Background: an optimization exercise with open tools, aiming at small area and a short achievable clock period. Do not read the settings as production practice. Power is estimated from default activity; no workload was simulated.

Setup of job 2011:
==> flow/design.v <==
module pwm_ch (
	input  logic        clk_i,
	input  logic        rst_ni,
	input  logic [1:0]  ctrl_i,    
	input  logic [31:0] div_i,
	input  logic        div_v_i,
	input  logic [31:0] per_i,
	input  logic        per_v_i,
	input  logic [31:0] dc_i,
	input  logic        dc_v_i,
	output logic        pts_o,
	output logic        pts_d_o,   
	output logic        oe_o
);
	logic [31:0] c1;
	logic        ph;
	logic [31:0] pc;
	function automatic lt32;
		input [31:0] a;
		input [31:0] b;
		integer i;
		begin
			lt32 = 1'b0;
			for (i = 0; i < 32; i = i + 1)
				lt32 = (~a[i] & b[i]) | (~(a[i] ^ b[i]) & lt32);
		end
	endfunction
	function automatic [31:0] inc32;
		input [31:0] a;
		integer i;
		reg c;
		begin
			c = 1'b1;
			for (i = 0; i < 32; i = i + 1) begin
				inc32[i] = a[i] ^ c;
				c = c & a[i];
			end
		end
	endfunction
	wire match = div_v_i ? (c1 == div_i) : (c1 == 32'd0);
	wire tick  = ctrl_i[1] & match & ~ph;
	wire wrap  = ~per_v_i | ~lt32(pc, per_i);
	wire below = dc_v_i & lt32(pc, dc_i);
	wire load  = tick & ctrl_i[0];
	assign pts_d_o = load ? below : pts_o;
	always_ff @(posedge clk_i or negedge rst_ni)
		if (!rst_ni) begin
			c1 <= 32'd1;
			ph <= 1'b0;
		end else if (ctrl_i[1]) begin
			if (match) begin
				c1 <= 32'd1;
				ph <= ~ph;
			end else
				c1 <= inc32(c1);
		end
	always_ff @(posedge clk_i or negedge rst_ni)
		if (!rst_ni) begin
			pc    <= 32'd0;
			pts_o <= 1'b0;
			oe_o  <= 1'b0;
		end else if (load) begin
			oe_o  <= 1'b1;
			pc    <= wrap ? 32'd0 : inc32(pc);
			pts_o <= below;
		end
endmodule
module	apb_pwm #(parameter DATA_WIDTH = 32,
                        ADDR_WIDTH = 8)(
	input   logic                   PCLK_i,
	input   logic                   PRST_ni,
	input   logic                   PWRITE_i,
	input   logic [ADDR_WIDTH -1:0] PADDR_i,
	input   logic [DATA_WIDTH -1:0] PWDATA_i,
	input   logic                   PSEL_i,PENABLE_i,
	output  logic [DATA_WIDTH -1:0] PRDATA_o,
	output  logic                   o_pwm_1,
	output  logic                   o_pwm_2,
	output  logic                   oe_pwm1,
	output  logic                   oe_pwm2,
	output  logic                   PSLVERR_o,PREADY_o
);
	wire       hit = (PADDR_i[7:5] == 3'd0) && (PADDR_i[1:0] == 2'd0);
	wire [2:0] idx = PADDR_i[4:2];
	wire       wr  = PSEL_i & PENABLE_i & PWRITE_i & hit;
	wire       rs  = PSEL_i & ~PENABLE_i & ~PWRITE_i & hit;
	wire [7:0] we = {8{wr}} & (8'd1 << idx);
	logic [2:0] ctrl_1, ctrl_2;
	always_ff @(posedge PCLK_i or negedge PRST_ni)
		if (!PRST_ni) begin
			ctrl_1 <= 3'd0;
			ctrl_2 <= 3'd0;
		end else begin
			if (we[0]) ctrl_1 <= PWDATA_i[2:0];
			if (we[4]) ctrl_2 <= PWDATA_i[2:0];
		end
	logic [31:0] div_1, per_1, dc_1, div_2, per_2, dc_2;
	logic [7:0]  v;    
	always_ff @(posedge PCLK_i)
		begin
			if (we[1]) div_1 <= PWDATA_i;
			if (we[2]) per_1 <= PWDATA_i;
			if (we[3]) dc_1  <= PWDATA_i;
			if (we[5]) div_2 <= PWDATA_i;
			if (we[6]) per_2 <= PWDATA_i;
			if (we[7]) dc_2  <= PWDATA_i;
		end
	always_ff @(posedge PCLK_i or negedge PRST_ni)
		if (!PRST_ni)
			v <= 8'd0;
		else
			v <= v | {we[7:5], 1'b0, we[3:1], 1'b0};
	logic [31:0] rdata_d;
	always_comb begin
		rdata_d = 32'd0;
		if (rs)
			case (idx)
				3'd0: rdata_d = {29'd0, ctrl_1};
				3'd1: rdata_d = v[1] ? div_1 : 32'd0;
				3'd2: rdata_d = v[2] ? per_1 : 32'd0;
				3'd3: rdata_d = v[3] ? dc_1  : 32'd0;
				3'd4: rdata_d = {29'd0, ctrl_2};
				3'd5: rdata_d = v[5] ? div_2 : 32'd0;
				3'd6: rdata_d = v[6] ? per_2 : 32'd0;
				3'd7: rdata_d = v[7] ? dc_2  : 32'd0;
			endcase
	end
	always_ff @(posedge PCLK_i or negedge PRST_ni)
		if (!PRST_ni)
			PRDATA_o <= 32'd0;
		else
			PRDATA_o <= rdata_d;
	logic pts_1, pts_2, pts_d_1, pts_d_2;
	pwm_ch ch1 (.clk_i(PCLK_i), .rst_ni(PRST_ni), .ctrl_i(ctrl_1[1:0]),
		.div_i(div_1), .div_v_i(v[1]), .per_i(per_1), .per_v_i(v[2]),
		.dc_i(dc_1), .dc_v_i(v[3]), .pts_o(pts_1), .pts_d_o(pts_d_1), .oe_o(oe_pwm1));
	pwm_ch ch2 (.clk_i(PCLK_i), .rst_ni(PRST_ni), .ctrl_i(ctrl_2[1:0]),
		.div_i(div_2), .div_v_i(v[5]), .per_i(per_2), .per_v_i(v[6]),
		.dc_i(dc_2), .dc_v_i(v[7]), .pts_o(pts_2), .pts_d_o(pts_d_2), .oe_o(oe_pwm2));
	wire gate_d_1 = we[0] ? PWDATA_i[2] : ctrl_1[2];
	wire gate_d_2 = we[4] ? PWDATA_i[2] : ctrl_2[2];
	always_ff @(posedge PCLK_i or negedge PRST_ni)
		if (!PRST_ni) begin
			o_pwm_1 <= 1'b0;
			o_pwm_2 <= 1'b0;
		end else begin
			o_pwm_1 <= gate_d_1 & pts_d_1;
			o_pwm_2 <= gate_d_2 & pts_d_2;
		end
	assign PSLVERR_o = 1'b0;
	assign PREADY_o  = 1'b1;
endmodule
make LEC_CHECK=0 ABC_AREA=1 CAP_MARGIN=20 CORE_MARGIN=2 CORE_UTILIZATION=50 SETUP_SLACK_MARGIN=2.5 SLEW_MARGIN=20 finish   # period 5.0 ns
run.sh (not shown) runs the stock make flow with config.mk's settings and CLKGATE_MAP_FILE= SYNTH_SCRIPT=/design/flow/synth_recipe.tcl, a recipe that flattens the netlist after the stock synthesis.
Every stage of job 2011 finished as expected; the final checks, on the other hand, flagged setup timing, which means the layout fails.
Relative to job 2011, the following input files were edited for job 5606:
--- a/flow/design.v
+++ b/flow/design.v
@@ -10,5 +10,4 @@
 	input  logic        dc_v_i,
 	output logic        pts_o,
-	output logic        pts_d_o,   
 	output logic        oe_o
 );
@@ -16,32 +15,8 @@
 	logic        ph;
 	logic [31:0] pc;
-	function automatic lt32;
-		input [31:0] a;
-		input [31:0] b;
-		integer i;
-		begin
-			lt32 = 1'b0;
-			for (i = 0; i < 32; i = i + 1)
-				lt32 = (~a[i] & b[i]) | (~(a[i] ^ b[i]) & lt32);
-		end
-	endfunction
-	function automatic [31:0] inc32;
-		input [31:0] a;
-		integer i;
-		reg c;
-		begin
-			c = 1'b1;
-			for (i = 0; i < 32; i = i + 1) begin
-				inc32[i] = a[i] ^ c;
-				c = c & a[i];
-			end
-		end
-	endfunction
 	wire match = div_v_i ? (c1 == div_i) : (c1 == 32'd0);
 	wire tick  = ctrl_i[1] & match & ~ph;
-	wire wrap  = ~per_v_i | ~lt32(pc, per_i);
-	wire below = dc_v_i & lt32(pc, dc_i);
-	wire load  = tick & ctrl_i[0];
-	assign pts_d_o = load ? below : pts_o;
+	wire wrap  = ~per_v_i | (pc >= per_i);
+	wire below = dc_v_i & (pc < dc_i);
 	always_ff @(posedge clk_i or negedge rst_ni)
 		if (!rst_ni) begin
@@ -53,5 +28,5 @@
 				ph <= ~ph;
 			end else
-				c1 <= inc32(c1);
+				c1 <= c1 + 32'd1;
 		end
 	always_ff @(posedge clk_i or negedge rst_ni)
@@ -60,7 +35,7 @@
 			pts_o <= 1'b0;
 			oe_o  <= 1'b0;
-		end else if (load) begin
+		end else if (tick & ctrl_i[0]) begin
 			oe_o  <= 1'b1;
-			pc    <= wrap ? 32'd0 : inc32(pc);
+			pc    <= wrap ? 32'd0 : pc + 32'd1;
 			pts_o <= below;
 		end
@@ -85,5 +60,9 @@
 	wire       wr  = PSEL_i & PENABLE_i & PWRITE_i & hit;
 	wire       rs  = PSEL_i & ~PENABLE_i & ~PWRITE_i & hit;
-	wire [7:0] we = {8{wr}} & (8'd1 << idx);
+	logic [7:0] we;
+	always_comb begin
+		we = 8'd0;
+		we[idx] = wr;
+	end
 	logic [2:0] ctrl_1, ctrl_2;
 	always_ff @(posedge PCLK_i or negedge PRST_ni)
@@ -131,21 +110,13 @@
 		else
 			PRDATA_o <= rdata_d;
-	logic pts_1, pts_2, pts_d_1, pts_d_2;
+	logic pts_1, pts_2;
 	pwm_ch ch1 (.clk_i(PCLK_i), .rst_ni(PRST_ni), .ctrl_i(ctrl_1[1:0]),
 		.div_i(div_1), .div_v_i(v[1]), .per_i(per_1), .per_v_i(v[2]),
-		.dc_i(dc_1), .dc_v_i(v[3]), .pts_o(pts_1), .pts_d_o(pts_d_1), .oe_o(oe_pwm1));
+		.dc_i(dc_1), .dc_v_i(v[3]), .pts_o(pts_1), .oe_o(oe_pwm1));
 	pwm_ch ch2 (.clk_i(PCLK_i), .rst_ni(PRST_ni), .ctrl_i(ctrl_2[1:0]),
 		.div_i(div_2), .div_v_i(v[5]), .per_i(per_2), .per_v_i(v[6]),
-		.dc_i(dc_2), .dc_v_i(v[7]), .pts_o(pts_2), .pts_d_o(pts_d_2), .oe_o(oe_pwm2));
-	wire gate_d_1 = we[0] ? PWDATA_i[2] : ctrl_1[2];
-	wire gate_d_2 = we[4] ? PWDATA_i[2] : ctrl_2[2];
-	always_ff @(posedge PCLK_i or negedge PRST_ni)
-		if (!PRST_ni) begin
-			o_pwm_1 <= 1'b0;
-			o_pwm_2 <= 1'b0;
-		end else begin
-			o_pwm_1 <= gate_d_1 & pts_d_1;
-			o_pwm_2 <= gate_d_2 & pts_d_2;
-		end
+		.dc_i(dc_2), .dc_v_i(v[7]), .pts_o(pts_2), .oe_o(oe_pwm2));
+	assign o_pwm_1   = ctrl_1[2] & pts_1;
+	assign o_pwm_2   = ctrl_2[2] & pts_2;
 	assign PSLVERR_o = 1'b0;
 	assign PREADY_o  = 1'b1;
--- outcome ---
Job 5606 finished every step from synthesis to the final layout, and the layout passed the timing, design-rule and antenna checks.
Row ratio of final minimum period to clock period: job 5606 lower / job 2011 higher
Looking at largest family of logic cells by synthesized area, the adder cells result is from job 2011; the simple AND/OR/NAND/NOR gates one comes from job 5606.
Summary of job 5606 over job 2011: gate count after technology mapping increased 673; final design area excluding fillers decreased about 1.4%.
In the flow results for job 5606 and job 2011, the final worst hold slack is larger on job 5606.
End of the critical path: PRDATA_o[27] -> job 5606, ch1.c1[31] -> job 2011
Area after synthesis ended up 11% higher on job 5606 than on job 2011.
Relative max-transition margin, job 5606 and job 2011, lower one = job 2011.
Sequential power in job 5606 is about 4% lower than in job 2011
Changes observed in job 5606 relative to job 2011: share of total power in combinational logic decreased by 5.0 points relative to the old numbers; non-clock buffer count decreased by about 24% relative to the old numbers; total number of sequential cells decreased by 0.54% relative to the old numbers.
No functional check of the RTL was part of any run of this note.

-- afterwards: timing with drivers on the ports --
The flow's constraints put no driver on any port. The routed layouts listed below were extracted and timed again, unchanged, in two steps. Step 1, drivers: a clkbuf_16 drives PCLK_i and a buf_2 each remaining input, both assumed. Step 2 also shifts input and output timing later by t, the mid clock arrival at the registers, as if the neighbouring blocks saw the same clock. Three values: no drivers, after step 1, after step 2; two values: the first two.
| run | shift t [ns] | setup slack, ns | hold WS [ns] | slew at the worst register clock pin (ns) | pins driven straight from the clock port |
|---|---|---|---|---|---|
| job 2011 | 0.627 | -0.532 / -0.532 / -0.532 | 0.452 / 0.431 / 0.482 | 0.06 / 0.06 | 1 |
| job 5606 | 0.633 | 2.526 / 2.468 / 1.941 | 0.455 / 0.433 / 0.464 | 0.07 / 0.07 | 1 |
For job 5606, which loses most, drivers alone change the setup slack by -0.058 ns; drivers and shift together by -0.585 ns.
